Background: an optimization exercise with open tools, aiming at small area. Do not read the settings as production practice.
Function was checked by simulation only, so behaviour that the tests miss may differ from the original.
No driver is modelled on the clock port, so clock power and skew are understated where the tree is cut down; a real chip needs a root buffer or a tree.
Power and IR drop assume default switching activity.

== 07-16 ==
## traffic_control
module traffic_control(GSN1,GSN2,GWE1,GWE2,RWE,RNS,SN1D1,SN1D2,SN2D1,SN2D2,WE1D1,WE1D2,WE2D1,WE2D2,CLK,RESET);
Settings: LEC_CHECK=0, ABC_AREA=1, CAP_MARGIN=20, CORE_AREA=4 4 64 64, DIE_AREA=0 0 68 68, GPL_TIMING_DRIVEN=0, SLEW_MARGIN=20; clock period 5.0 ns.
standard.sh (not shown) runs the stock make flow with config.mk's settings and CLKGATE_MAP_FILE= SYNTH_SCRIPT=/design/flow/synth_recipe.tcl, a recipe that flattens the netlist after the stock synthesis.
==> flow/flow/run.sh <==
#!/bin/bash
# The standard ORFS layout (standard.sh) with three changes:
#  - synthesis maps the logic with an area-only ABC script (flow/abc_area.script):
#    no buffering or upsizing inside ABC, and no half/full-adder extraction;
#  - ports that carry the same signal are not given extra synthesis buffers
#    (each port still gets its own port buffer in placement);
#  - the port buffers are the smallest buffer cell, buf_1.
set -euo pipefail
W=$PWD
rm -rf "$W/scripts"
cp -r "$FLOW_HOME/scripts" "$W/scripts"
cp "$W/flow/abc_area.script" "$W/scripts/abc_area.script"
export SCRIPTS_DIR="$W/scripts"
export ADDER_MAP_FILE=
export SYNTH_INSBUF=0
export BUFFER_PORTS_ARGS="-buffer_cell sky130_fd_sc_hd__buf_1"
export SKIP_REPAIR_TIE_FANOUT=1
export CTS_ARGS="-sink_clustering_enable -repair_clock_nets -buf_list sky130_fd_sc_hd__clkbuf_2 -root_buf sky130_fd_sc_hd__clkbuf_2 -sink_clustering_size 16 -sink_clustering_max_diameter 200 -dont_use_dummy_load"
export POST_CTS_TCL="$W/flow/post_cts.tcl"
bash standard.sh > "$W/standard.log" 2>&1
==> flow/flow/abc_area.script <==
strash
dch -f
map -D 2200
topo
==> flow/flow/post_cts.tcl <==
# POST_CTS_TCL hook: with only a handful of flip-flops, one clock buffer is enough.
# Replace the clock tree CTS built (a root buffer feeding leaf buffers) by its root
# buffer alone, driving every flip-flop clock pin.
set block [ord::get_db_block]
set root ""
foreach inst [$block getInsts] {
  set it [$inst findITerm A]
  if {$it == "NULL" || $it == ""} continue
  set n [$it getNet]
  if {$n != "NULL" && $n != "" && [$n getName] == "CLK" && [string match "*clkbuf*" [[$inst getMaster] getName]]} { set root $inst }
}
puts "clock root: [$root getName]"
set rootnet [[$root findITerm X] getNet]
set leaves {}
foreach it [$rootnet getITerms] {
  set inst [$it getInst]
  if {$inst != $root && [string match "*clkbuf*" [[$inst getMaster] getName]]} { lappend leaves $inst }
}
foreach leaf $leaves {
  set onet [[$leaf findITerm X] getNet]
  foreach it [$onet getITerms] {
    if {[$it getInst] == $leaf} continue
    $it disconnect
    $it connect $rootnet
  }
  puts "removed [$leaf getName]"
  [$leaf findITerm A] disconnect
  [$leaf findITerm X] disconnect
  odb::dbInst_destroy $leaf
  odb::dbNet_destroy $onet
}
Inputs modified between 07-16 and 06-20:
==> flow/flow/abc_area.script <==
strash
dch -f
map
topo
Notes after the runs:
06-20 — maximum clock frequency about 1.1% higher, 07-16 as reference
Summary: routed wire length, 06-20 worse than 07-16
The highest fanout seen on the critical path reported for 06-20 is greater than that of 07-16 by 5.
06-20 vs 07-16 on routed metal-1 wire length: 06-20 is the lower one.
On final non-filler cell area, 07-16 and 06-20 are neck and neck.
06-20: wire length of the first global-routing pass lower than 07-16

north:
Another version of the RTL of traffic_control (not shown whole).
For scale: about 7 flip-flops, ~64 I/O pins.
==> flow/config.mk <==
export PLATFORM = sky130hd
export DESIGN_NAME = traffic_control
export DESIGN_NICKNAME = traffic_control
export VERILOG_FILES = /design/flow/design.v
export SDC_FILE = /design/flow/constraint.sdc
export NUM_CORES = 4
export LEC_CHECK = 0
export ABC_AREA = 1
export CAP_MARGIN = 20
export CORE_AREA = 4 4 64 64
export DIE_AREA = 0 0 68 68
export GPL_TIMING_DRIVEN = 0
export SLEW_MARGIN = 20
==> flow/constraint.sdc <==
create_clock -name core_clock -period 5.0 [get_ports {CLK}]
set_input_delay 1.0000 -clock core_clock [delete_from_list [all_inputs] [get_ports {CLK}]]
set_output_delay 1.0000 -clock core_clock [all_outputs]
set_load 0.01 [all_outputs]
==> flow/flow/run.sh <==
#!/bin/bash
# The standard ORFS layout (standard.sh) with three changes:
#  - synthesis maps the logic with an area-only ABC script (flow/abc_area.script):
#    no buffering or upsizing inside ABC, and no half/full-adder extraction;
#  - ports that carry the same signal are not given extra synthesis buffers
#    (each port still gets its own port buffer in placement);
#  - the port buffers are the smallest buffer cell, buf_1.
set -euo pipefail
W=$PWD
rm -rf "$W/scripts"
cp -r "$FLOW_HOME/scripts" "$W/scripts"
cp "$W/flow/abc_area.script" "$W/scripts/abc_area.script"
export SCRIPTS_DIR="$W/scripts"
export ADDER_MAP_FILE=
export SYNTH_INSBUF=0
export BUFFER_PORTS_ARGS="-buffer_cell sky130_fd_sc_hd__buf_1"
export SKIP_REPAIR_TIE_FANOUT=1
export CTS_ARGS="-sink_clustering_enable -repair_clock_nets -buf_list sky130_fd_sc_hd__clkbuf_2 -root_buf sky130_fd_sc_hd__clkbuf_2 -sink_clustering_size 16 -sink_clustering_max_diameter 200 -dont_use_dummy_load"
bash standard.sh > "$W/standard.log" 2>&1
==> flow/flow/abc_area.script <==
strash
&get -n
&dc2
&put
strash
dch -f
map
topo
What south does differently from north at the input level:
Settings: CORE_AREA changed from 4 4 64 64 to 5 5 80 80; CTS_BUF_LIST newly set to sky130_fd_sc_hd__clkbuf_1 sky130_fd_sc_hd__clkbuf_2; DIE_AREA changed from 0 0 68 68 to 0 0 85 85.
-- flow/flow/run.sh --
<<< north, line 17
export SKIP_REPAIR_TIE_FANOUT=1
export CTS_ARGS="-sink_clustering_enable -repair_clock_nets -buf_list sky130_fd_sc_hd__clkbuf_2 -root_buf sky130_fd_sc_hd__clkbuf_2 -sink_clustering_size 16 -sink_clustering_max_diameter 200 -dont_use_dummy_load"
>>> south, line 17
==> flow/flow/abc_area.script <==
strash
dch -f
map -D 2000
topo
--- outcome ---
More vias were needed by north than by south. south ends up with lower final-stage net count than north does. Of south and north, the higher chip height belongs to south. For the xor and xnor fraction of the mapped netlist area, south came in 0.59 points lower than north did. south has maximum fanout encountered on the critical timing path below what north had. south completed end to end with timing, DRC and antenna clean.
Setup changes, south to east
==> flow/flow/abc_area.script <==
strash
dch -f
amap
topo
[summary]
Between south and east, the flow reports number of standard cells in the layout, taps in and fillers out decreasing by a few percent. SN2D2[6] as the destination of the critical timing path was reported by south, and WE2D2[5] by east. Taking south as the reference point, the pin slew with the least headroom to its limit of east rises by 120 ps. east against south; total half-perimeter wirelength after legalization and detailed placement is down slightly. Between south and east, the total die area does not differ in any meaningful way. Routed length on met2, south and east: lower on south. south -> east: count of plain and timing-repair buffers increased by more than 10%.
[inputs] west vs east
==> flow/flow/abc_area.script <==
strash
&get -n
&dch -f
&nf -R 1000
&put
topo
- west vs east, start point of the critical path: s[3] vs s[1]
- Routed wire length: west better than east
- | net switching share of the total power | higher: west |
- In the reports for east and west, the smaller area added between synthesis and finish belongs to west.
- In the final reports, the cell area of west is larger than that of east.
- Overall power of the completed layout (lower): east
- Reported for east and west, die boundary width turned out identical to the last digit.
- Between east and west, the internal power figures differ only marginally.
- Power attributed to combinational cells grows slightly when moving from east to west.

traffic_control again, from the RTL that the note above started with.
export LEC_CHECK = 0
export ABC_AREA = 1
export CAP_MARGIN = 20
export CORE_AREA = 4 4 64 64
export DIE_AREA = 0 0 68 68
export GPL_TIMING_DRIVEN = 0
export SLEW_MARGIN = 20
create_clock -name core_clock -period 5.0 [get_ports {CLK}]
==> flow/flow/run.sh <==
#!/bin/bash
# The standard ORFS layout (standard.sh) with three changes:
#  - synthesis maps the logic with an area-only ABC script (flow/abc_area.script):
#    no buffering or upsizing inside ABC, and no half/full-adder extraction;
#  - ports that carry the same signal are not given extra synthesis buffers
#    (each port still gets its own port buffer in placement);
#  - the port buffers are the smallest buffer cell, buf_1.
set -euo pipefail
W=$PWD
rm -rf "$W/scripts"
cp -r "$FLOW_HOME/scripts" "$W/scripts"
cp "$W/flow/abc_area.script" "$W/scripts/abc_area.script"
export SCRIPTS_DIR="$W/scripts"
export ADDER_MAP_FILE=
export SYNTH_INSBUF=0
export BUFFER_PORTS_ARGS="-buffer_cell sky130_fd_sc_hd__buf_1"
export CTS_ARGS="-sink_clustering_enable -repair_clock_nets -buf_list sky130_fd_sc_hd__clkbuf_2 -root_buf sky130_fd_sc_hd__clkbuf_2 -sink_clustering_size 16 -sink_clustering_max_diameter 200 -dont_use_dummy_load"
bash standard.sh > "$W/standard.log" 2>&1
==> flow/flow/abc_area.script <==
strash
dch -f
map
topo
Rerun with:
--- a/flow/flow/run.sh
+++ b/flow/flow/run.sh
@@ -17 +16,0 @@
-export CTS_ARGS="-sink_clustering_enable -repair_clock_nets -buf_list sky130_fd_sc_hd__clkbuf_2 -root_buf sky130_fd_sc_hd__clkbuf_2 -sink_clustering_size 16 -sink_clustering_max_diameter 200 -dont_use_dummy_load"
Settings changed: CORE_AREA 4 4 64 64 to 5 5 80 80, CTS_BUF_LIST set to sky130_fd_sc_hd__clkbuf_1 sky130_fd_sc_hd__clkbuf_2, DIE_AREA 0 0 68 68 to 0 0 85 85.
Effect: Worst hold slack gets worse by 0.022 ns. Maximum frequency is lower slightly. Final area is higher by a few percent. Wire length rises by a few percent.

traffic_control with an RTL version that a note above also has.
Size in the first run: about 210 cells after synthesis, about 64 I/O pins, roughly 1100 µm² of cells after synthesis.
clock: 5.0 ns
lec_check: 0
abc_area: 1
cap_margin: 20
core_area: 4 4 64 64
die_area: 0 0 68 68
gpl_timing_driven: 0
slew_margin: 20
==> flow/flow/run.sh <==
#!/bin/bash
# The standard ORFS layout (standard.sh) with three changes:
#  - synthesis maps the logic with an area-only ABC script (flow/abc_area.script):
#    no buffering or upsizing inside ABC, and no half/full-adder extraction;
#  - ports that carry the same signal are not given extra synthesis buffers
#    (each port still gets its own port buffer in placement);
#  - the port buffers are the smallest buffer cell, buf_1.
set -euo pipefail
W=$PWD
rm -rf "$W/scripts"
cp -r "$FLOW_HOME/scripts" "$W/scripts"
cp "$W/flow/abc_area.script" "$W/scripts/abc_area.script"
export SCRIPTS_DIR="$W/scripts"
export ADDER_MAP_FILE=
export SYNTH_INSBUF=0
export BUFFER_PORTS_ARGS="-buffer_cell sky130_fd_sc_hd__buf_1"
export SKIP_REPAIR_TIE_FANOUT=1
export CTS_ARGS="-sink_clustering_enable -repair_clock_nets -buf_list sky130_fd_sc_hd__clkbuf_2 -root_buf sky130_fd_sc_hd__clkbuf_2 -sink_clustering_size 16 -sink_clustering_max_diameter 200 -dont_use_dummy_load"
export POST_CTS_TCL="$W/flow/post_cts.tcl"
bash standard.sh > "$W/standard.log" 2>&1
==> flow/flow/abc_area.script <==
strash
dch -f
amap
topo
Scripts as last shown in full above: flow/flow/post_cts.tcl
The first run went through all stages and came out clean.
Edit:
--- a/flow/flow/run.sh
+++ b/flow/flow/run.sh
@@ -19 +18,0 @@
-export POST_CTS_TCL="$W/flow/post_cts.tcl"
==> flow/flow/abc_area.script (replaced) <==
strash
dch -f
map
topo
removed: flow/flow/post_cts.tcl
After rerunning: Worst setup slack gains 0.18 ns. Worst hold slack gains 0.025 ns. Via count decreases by 2.0%. Power increases by 16%.

## separate check: timing with driven ports
No port has a modelled driver above. Below, the same layouts with a new extraction and two added sets of constraints.
Step 1 assumes that a clkbuf_16 drives the clock port and a buf_2 every other input.
Step 2 adds t to the input delays and takes it off the output delays; t is the mean of the earliest and latest rising clock arrival at the registers after step 1. Input paths then give back, and output paths get back, about the clock's delay inside the block.
Slacks: no drivers / after step 1 / after step 2; pairs: no drivers / after step 1.
run	t, ns	setup WS [ns]	worst slew at a driven data input, ns	cell pins on the clock port's net
07-16	0.153	0.368 / 0.352 / 0.505	0.03	1
06-20	0.148	0.420 / 0.402 / 0.550	0.03	1
north	0.233	0.486 / 0.469 / 0.703	0.03	1
south	0.240	0.338 / 0.318 / 0.558	0.03	1
east	0.239	0.238 / 0.218 / 0.458	0.03	1
west	0.256	0.107 / 0.088 / 0.344	0.03	1
the first run of note 3	0.230	0.451 / 0.435 / 0.665	0.03	1
the second run of note 3	0.235	0.361 / 0.343 / 0.578	0.03	1
the first run of note 4	0.162	0.263 / 0.246 / 0.407	0.03	1
the second run of note 4	0.224	0.443 / 0.426 / 0.650	0.03	1
After both steps setup and hold are still met in every run listed.
